Context: an optimization exercise on an open-source flow, tuned for small area. The choices shown serve that exercise and are no tape-out recipe. In this exercise RTL edits were held to simulation tests only and were not proved equivalent to the original. Power figures rest on the tool's default switching activity, not on a simulated workload.

== cedar ==
// UART_TOP
module UART_TOP #(parameter data_bits=8)(sys_clk,rst,data_in,start_btn,tx,tx_done,rx,data_out,rx_done,AN,display_out);
Size in the first run: about 360 cells after synthesis.
Settings: LEC_CHECK=0, CAP_MARGIN=20, CORE_MARGIN=2, CORE_UTILIZATION=40, SLEW_MARGIN=20; clock period 10.0 ns.
standard.sh (not shown) runs the stock make flow with config.mk's settings and CLKGATE_MAP_FILE= SYNTH_SCRIPT=/design/flow/synth_recipe.tcl, a recipe that flattens the netlist after the stock synthesis.
==> flow/flow/run.sh <==
#!/bin/bash
# Own layout flow: the standard flow with three changes.
#  1. After the standard synthesis, the combinational gates are re-mapped for
#     area with yosys/ABC (resyn.tcl, area.abc). Every register instance of
#     the standard synthesis is kept unchanged (name, cell type, nets).
#  2. Port buffers are sky130_fd_sc_hd__buf_1 (every input and output port
#     still gets its own buffer).
#  3. CTS inserts no dummy clock loads.
# Each tool's full output goes to a log file in this folder.
set -euo pipefail
WORK=$(pwd)
RES=$WORK/orfs/results/$FLOW_PLATFORM/UART_TOP/base
LIB=$FLOW_HOME/platforms/$FLOW_PLATFORM/lib/sky130_fd_sc_hd__tt_025C_1v80.lib
YOSYS=$FLOW_HOME/../tools/install/yosys/bin/yosys
[ -x "$YOSYS" ] || YOSYS=yosys

bash standard.sh synth > $WORK/log_1_standard_synth.log 2>&1

cp $RES/1_2_yosys.v $WORK/standard_1_2_yosys.v
LIB=$LIB NETLIST=$WORK/standard_1_2_yosys.v TOP=$FLOW_TOP ABC_SCRIPT=$WORK/flow/area.abc \
  OUTNET=$WORK/resyn_1_2_yosys.v $YOSYS -c $WORK/flow/resyn.tcl > $WORK/log_2_resyn_yosys.log 2>&1
cp $WORK/resyn_1_2_yosys.v $RES/1_2_yosys.v
rm -f $RES/1_synth.odb $RES/1_synth.sdc

export BUFFER_PORTS_ARGS="-buffer_cell sky130_fd_sc_hd__buf_1"
export CTS_ARGS="-sink_clustering_enable -repair_clock_nets -dont_use_dummy_load -sink_clustering_size 100 -sink_clustering_max_diameter 500 -buf_list sky130_fd_sc_hd__clkbuf_16"
bash standard.sh > $WORK/log_3_standard_layout.log 2>&1
==> flow/flow/area.abc <==
strash
balance
rewrite
refactor
balance
rewrite
rewrite -z
balance
refactor -z
rewrite -z
balance
dch -f
amap
==> flow/flow/resyn.tcl <==
# Re-map the combinational logic of the standard synthesis netlist for area.
# Every register instance of the standard synthesis is kept as it is (same
# instance, cell type and nets); only the gates between registers change.
set lib $::env(LIB)
set net $::env(NETLIST)
yosys read_liberty -ignore_miss_func $lib
yosys blackbox sky130_fd_sc_hd__df* sky130_fd_sc_hd__edf* sky130_fd_sc_hd__sdf* sky130_fd_sc_hd__dl* sky130_fd_sc_hd__conb_1
yosys read_verilog $net
yosys hierarchy -top $::env(TOP)
yosys stat -liberty $lib
yosys flatten
yosys opt_clean -purge
yosys abc -liberty $lib -script $::env(ABC_SCRIPT) -dont_use *probe* -dont_use *lpflow* -dont_use *clkdly* -dont_use *dlygate* -dont_use *clkbuf* -dont_use *clkinv* -dont_use *dlymetal*
yosys opt_clean -purge
yosys hierarchy -top $::env(TOP) -purge_lib
yosys stat -liberty $lib
yosys write_verilog -noattr -nohex -nodec $::env(OUTNET)
diff inputs: cedar => amber
-- flow/flow/run.sh --
<<< cedar, line 25
export BUFFER_PORTS_ARGS="-buffer_cell sky130_fd_sc_hd__buf_1"
export CTS_ARGS="-sink_clustering_enable -repair_clock_nets -dont_use_dummy_load -sink_clustering_size 100 -sink_clustering_max_diameter 500 -buf_list sky130_fd_sc_hd__clkbuf_16"
bash standard.sh > $WORK/log_3_standard_layout.log 2>&1
>>> amber, line 25
export BUFFER_PORTS_ARGS="-buffer_cell sky130_fd_sc_hd__buf_1"
export CTS_ARGS="-sink_clustering_enable -repair_clock_nets -dont_use_dummy_load -buf_list {sky130_fd_sc_hd__clkbuf_2 sky130_fd_sc_hd__clkbuf_4 sky130_fd_sc_hd__clkbuf_8}"
bash standard.sh > $WORK/log_3_standard_layout.log 2>&1
==> comparison <==
- cedar finished every step from synthesis to the final layout, and the layout passed the timing, design-rule and antenna checks.
- amber went all the way through the flow, and no timing, DRC or antenna check failed.
- cedar -> amber: sequential cell count delta 0, exact match
- Insertion delay to the later sink of the worst-skew pair was lower in the run labelled cedar.
- For amber, the source of the critical timing path was TRANSMITTER.ph[0], unlike cedar, where it was TRANSMITTER.ph[3].
- Comparing cedar against amber, there is no change at all in post-synthesis net count.
- Post-route worst setup slack in amber is 0.018 ns below cedar.
- [amber vs cedar] cell-internal power: lower in amber
- When the final numbers for amber and cedar were put side by side, the via count turned out to be greater in amber.
> inputs changed (amber -> sierra)
==> flow/run.sh (new file) <==
#!/bin/bash
# synth_recipe.tcl (not shown) runs the flow's synth.tcl, then flattens the netlist and writes it again
# the make line also repeats each setting of config.mk as NAME=value (left out here)
make -C /OpenROAD-flow-scripts/flow DESIGN_CONFIG=/design/flow/config.mk WORK_HOME=/design/flow/orfs CLKGATE_MAP_FILE= SYNTH_SCRIPT=/design/flow/synth_recipe.tcl finish
removed: flow/flow/run.sh
removed: flow/flow/area.abc
removed: flow/flow/resyn.tcl
removed: flow/standard.sh
## What came out
Worst setup path endpoint = tx_done: amber; worst setup path endpoint = display_out[4]: sierra
Taking amber as the reference, in sierra highest clock frequency the design can meet has decreased; smallest hold slack level; maximum single-stage delay on the critical path went up; clock buffer instance count of the final layout has increased.
--- input diff sierra..indigo ---
==> flow/flow/run.sh (new file) <==
#!/bin/bash
# Own layout flow: the standard flow with three changes.
#  1. After the standard synthesis, the combinational gates are re-mapped for
#     area with yosys/ABC (resyn.tcl, area.abc). Every register instance of
#     the standard synthesis is kept unchanged (name, cell type, nets).
#  2. Port buffers are sky130_fd_sc_hd__buf_1 (every input and output port
#     still gets its own buffer).
#  3. CTS inserts no dummy clock loads.
# Each tool's full output goes to a log file in this folder.
set -euo pipefail
WORK=$(pwd)
RES=$WORK/orfs/results/$FLOW_PLATFORM/UART_TOP/base
LIB=$FLOW_HOME/platforms/$FLOW_PLATFORM/lib/sky130_fd_sc_hd__tt_025C_1v80.lib
YOSYS=$FLOW_HOME/../tools/install/yosys/bin/yosys
[ -x "$YOSYS" ] || YOSYS=yosys

bash standard.sh synth > $WORK/log_1_standard_synth.log 2>&1

cp $RES/1_2_yosys.v $WORK/standard_1_2_yosys.v
LIB=$LIB NETLIST=$WORK/standard_1_2_yosys.v TOP=$FLOW_TOP ABC_SCRIPT=$WORK/flow/area.abc \
  OUTNET=$WORK/resyn_1_2_yosys.v $YOSYS -c $WORK/flow/resyn.tcl > $WORK/log_2_resyn_yosys.log 2>&1
cp $WORK/resyn_1_2_yosys.v $RES/1_2_yosys.v
rm -f $RES/1_synth.odb $RES/1_synth.sdc

export BUFFER_PORTS_ARGS="-buffer_cell sky130_fd_sc_hd__buf_1"
export CTS_ARGS="-sink_clustering_enable -repair_clock_nets -dont_use_dummy_load -root_buf sky130_fd_sc_hd__clkbuf_8 -buf_list sky130_fd_sc_hd__clkbuf_4 -sink_clustering_size 12 -sink_clustering_max_diameter 60"
bash standard.sh > $WORK/log_3_standard_layout.log 2>&1
==> flow/flow/area.abc (new file) <==
strash
balance
rewrite
refactor
balance
rewrite
rewrite -z
balance
refactor -z
rewrite -z
balance
dch -f
amap
==> flow/flow/resyn.tcl (new file) <==
# Re-map the combinational logic of the standard synthesis netlist for area.
# Every register instance of the standard synthesis is kept as it is (same
# instance, cell type and nets); only the gates between registers change.
set lib $::env(LIB)
set net $::env(NETLIST)
yosys read_liberty -ignore_miss_func $lib
yosys blackbox sky130_fd_sc_hd__df* sky130_fd_sc_hd__edf* sky130_fd_sc_hd__sdf* sky130_fd_sc_hd__dl* sky130_fd_sc_hd__conb_1
yosys read_verilog $net
yosys hierarchy -top $::env(TOP)
yosys stat -liberty $lib
yosys flatten
yosys opt_clean -purge
yosys abc -liberty $lib -script $::env(ABC_SCRIPT) -dont_use *probe* -dont_use *lpflow* -dont_use *clkdly* -dont_use *dlygate* -dont_use *clkbuf* -dont_use *clkinv* -dont_use *dlymetal*
yosys opt_clean -purge
yosys hierarchy -top $::env(TOP) -purge_lib
yosys stat -liberty $lib
yosys write_verilog -noattr -nohex -nodec $::env(OUTNET)
==> flow/standard.sh (new file) <==
#!/bin/bash
# synth_recipe.tcl (not shown) runs the flow's synth.tcl, then flattens the netlist and writes it again
# the make line also repeats each setting of config.mk as NAME=value (left out here)
make -C /OpenROAD-flow-scripts/flow DESIGN_CONFIG=/design/flow/config.mk WORK_HOME=/design/flow/orfs CLKGATE_MAP_FILE= SYNTH_SCRIPT=/design/flow/synth_recipe.tcl "${@:-finish}"
removed: flow/run.sh
indigo vs sierra: portion of the clock cycle consumed by the worst path in the final layout down. indigo finished end to end and its layout was clean on timing, DRC and antenna. The final layout from sierra, which completed every stage, passed the timing, design-rule and antenna checks at the end of the flow. Delta (indigo minus sierra): routed wire length saw an increase; power in combinational cells went down about 25%.
Input-level comparison between ember and indigo:
-- flow/flow/run.sh --
<<< indigo, line 25
export BUFFER_PORTS_ARGS="-buffer_cell sky130_fd_sc_hd__buf_1"
export CTS_ARGS="-sink_clustering_enable -repair_clock_nets -dont_use_dummy_load -root_buf sky130_fd_sc_hd__clkbuf_8 -buf_list sky130_fd_sc_hd__clkbuf_4 -sink_clustering_size 12 -sink_clustering_max_diameter 60"
bash standard.sh > $WORK/log_3_standard_layout.log 2>&1
>>> ember, line 25
export BUFFER_PORTS_ARGS="-buffer_cell sky130_fd_sc_hd__buf_1"
export CTS_ARGS="-sink_clustering_enable -repair_clock_nets -dont_use_dummy_load"
bash standard.sh > $WORK/log_3_standard_layout.log 2>&1
Summary of ember over indigo: area taken by flip-flops and latches ~0 delta; largest voltage drop on the vdd net ~0 delta; critical path depth ~0 delta. Worst slew margin relative to its limit: indigo vs ember identical. indigo -> ember: total number of vias delta 0, exact match. ember -> indigo: sequential share of cell area delta 0, exact match.

[re-timing with driven ports]
The results above use ideal ports. As a check the final layouts listed here were re-extracted and re-timed, cells and wires unchanged.
Step 1 assumes that a clkbuf_16 drives the clock port and a buf_2 every other input.
Step 2 moves the port delays by t, midway between the first and last clock arrival at a register: inputs arrive t later, outputs are due t later. That takes back most of the time a late clock gives input paths.
Three values: ideal, step 1, step 2; two values: the first two.
run	shift t [ns]	setup slack, ns	worst setup path at the end	worst data-port slew with drivers (ns)	cell pins on the clock port's net
cedar	0.367	6.313 / 6.275 / 6.642	register to output	0.04	1
amber	0.379	6.295 / 6.263 / 6.642	register to output	0.04	1
sierra	0.391	5.921 / 5.887 / 6.277	register to output	0.04	1
indigo	0.379	6.295 / 6.263 / 6.642	register to output	0.04	1
ember	0.379	6.295 / 6.263 / 6.642	register to output	0.04	1
After both steps every run listed still meets setup and hold.
